From an optimization exercise on the open Yosys and OpenROAD flow, aimed at small area; shortcuts taken in it are not production practice. In this exercise RTL edits were held to simulation tests only and were not proved equivalent to the original. The clock port is modelled as an ideal driver, which makes a skipped or thinned clock tree look cheaper than it is; a real chip needs a root buffer or a tree. Power is estimated from default activity; no workload was simulated.

rev 12:
==> flow/design.v (excerpt) <==
module TOP_PWM_RAINBOW
(
input wire clk,
input wire rst,
output wire[2:0] rgb,
input wire [3:0] sw
);
clock: 8.0 ns
lec_check: 0
abc_area: 1
cap_margin: 20
core_area: 3 3 67 67
die_area: 0 0 70 70
place_density: 0.8
slew_margin: 20
standard.sh (not shown) runs the stock make flow with config.mk's settings and CLKGATE_MAP_FILE= SYNTH_SCRIPT=/design/flow/synth_recipe.tcl, a recipe that flattens the netlist after the stock synthesis.
==> flow/flow/run.sh <==
#!/bin/bash
# Own layout flow: the standard flow (standard.sh) with these changes.
#  1. Synthesis runs the standard flow's synthesis script (synth_recipe.tcl, so the registers
#     and their names are the standard synthesis's) with the combinational logic
#     mapped by a stronger ABC script (flow/area.abc) and without the adder
#     extraction step.
#  2. Instead of a clock tree, a few clock buffers drive all registers
#     (flow/cts.tcl).
#  3. The ports are buffered with the smallest buffer.
# Each tool's output goes to a log of its own in this folder.
set -euo pipefail
W=$(pwd)
F=$W/flow

cat > $W/own_synth.tcl <<EOT
proc abc {args} {
  set i [lsearch -exact \$args -script]
  if {\$i >= 0} { set args [lreplace \$args \$i [expr {\$i + 1}] -script $F/area.abc] }
  yosys abc {*}\$args
}
source $W/synth_recipe.tcl
EOT

bash standard.sh SYNTH_SCRIPT=$W/own_synth.tcl ADDER_MAP_FILE= synth > $W/synth.log 2>&1
bash standard.sh "PRE_CTS_TCL=$F/cts.tcl" "CLOCK_BUFFER=sky130_fd_sc_hd__clkbuf_4" "CLOCK_BUFFERS=2" "BUFFER_PORTS_ARGS=-buffer_cell sky130_fd_sc_hd__buf_1" finish > $W/layout.log 2>&1
==> flow/flow/cts.tcl <==
# Sourced by ORFS's cts.tcl before clock tree synthesis (PRE_CTS_TCL). The
# design has few registers, so instead of TritonCTS's tree, CLOCK_BUFFERS
# buffers of type CLOCK_BUFFER, each at the centre of its share of the
# registers (split along the longer side of their spread), drive them all; the
# clock port feeds only these buffers.
proc clock_tree_synthesis {args} {
  set block [ord::get_db_block]
  set master [[ord::get_db] findMaster $::env(CLOCK_BUFFER)]
  set nbuf $::env(CLOCK_BUFFERS)
  set clk [$block findNet clk]
  set sinks {}
  foreach it [$clk getITerms] {
    set bb [[$it getInst] getBBox]
    lappend sinks [list [expr {([$bb xMin] + [$bb xMax]) / 2}] [expr {([$bb yMin] + [$bb yMax]) / 2}] $it]
  }
  set xs [lsort -integer [lmap s $sinks {lindex $s 0}]]
  set ys [lsort -integer [lmap s $sinks {lindex $s 1}]]
  set axis [expr {([lindex $xs end] - [lindex $xs 0]) >= ([lindex $ys end] - [lindex $ys 0]) ? 0 : 1}]
  set sinks [lsort -integer -index $axis $sinks]
  set n [llength $sinks]
  for {set k 0} {$k < $nbuf} {incr k} {
    set part [lrange $sinks [expr {$k * $n / $nbuf}] [expr {($k + 1) * $n / $nbuf - 1}]]
    set inst [odb::dbInst_create $block $master clkbuf_${k}_clk]
    set net [odb::dbNet_create $block clknet_${k}_clk]
    $net setSigType CLOCK
    set sx 0
    set sy 0
    foreach s $part {
      incr sx [lindex $s 0]
      incr sy [lindex $s 1]
      set it [lindex $s 2]
      $it disconnect
      $it connect $net
    }
    [$inst findITerm A] connect $clk
    [$inst findITerm X] connect $net
    $inst setLocation [expr {$sx / [llength $part]}] [expr {$sy / [llength $part]}]
    $inst setPlacementStatus PLACED
    puts "clock buffer $k: [llength $part] registers"
  }
  global_connect
  set_propagated_clock [all_clocks]
}
Other scripts of this flow, unchanged in this note and not shown: flow/flow/area.abc
Rev 12: full flow OK, the timing, design-rule and antenna checks passed
Here is what was changed in the inputs of rev 13 compared with rev 12.
--- a/flow/flow/run.sh
+++ b/flow/flow/run.sh
@@ -25 +25 @@
-bash standard.sh "PRE_CTS_TCL=$F/cts.tcl" "CLOCK_BUFFER=sky130_fd_sc_hd__clkbuf_4" "CLOCK_BUFFERS=2" "BUFFER_PORTS_ARGS=-buffer_cell sky130_fd_sc_hd__buf_1" finish > $W/layout.log 2>&1
+bash standard.sh "PRE_CTS_TCL=$F/cts.tcl" "CLOCK_BUFFER=sky130_fd_sc_hd__clkbuf_4" "CLOCK_BUFFERS=3" "BUFFER_PORTS_ARGS=-buffer_cell sky130_fd_sc_hd__buf_1" finish > $W/layout.log 2>&1
[summary]
Post-route fraction of the period consumed by the critical path: rev 13 < rev 12. Compared with rev 12, rev 13 ends up with more cell area. Compared with rev 12, in rev 13 clock power now sits higher, overall routing resource usage now sits at about the same level. The final reports for rev 13 and rev 12 show met3 layer wire length in the routed design higher in the former. Well-tap cell count: rev 12 vs rev 13 identical. Going from rev 12 to rev 13, average wire per cell in the routed design went up by 0.035 µm; total power up about 2.7%. Rev 12 has higher share of total power in sequential cells than rev 13. Comparing rev 13 and rev 12, the higher global routing usage on met1 is on rev 13. Rev 12 has lower final cell count than rev 13.
No run of this note takes its clock network from TritonCTS; it comes from the design's own scripts or RTL.

==> port drivers added, routing unchanged <==
How much do the figures lean on ideal ports? The routed layouts below were timed once more, with nothing changed but the port constraints. Step 1 (the two cells are an assumption about what drives the block):
set clk [get_ports {clk}]
set_driving_cell -lib_cell sky130_fd_sc_hd__clkbuf_16 $clk
set_driving_cell -lib_cell sky130_fd_sc_hd__buf_2 [delete_from_list [all_inputs] $clk]
Step 2 adds t to the input delays and takes it off the output delays; t is the mean of the earliest and latest rising clock arrival at the registers after step 1. Input paths then give back, and output paths get back, about the clock's delay inside the block. Slacks: ideal / step 1 / step 2; pairs: ideal / step 1.
run	shift t [ns]	slack for setup (ns)	slew at the worst register clock pin (ns)	cell pins on the clock port's net
rev 12	0.197	4.251 / 4.222 / 4.419	0.11 / 0.11	2
rev 13	0.178	4.280 / 4.246 / 4.424	0.08 / 0.08	3
After both steps setup and hold are still met in every run listed.
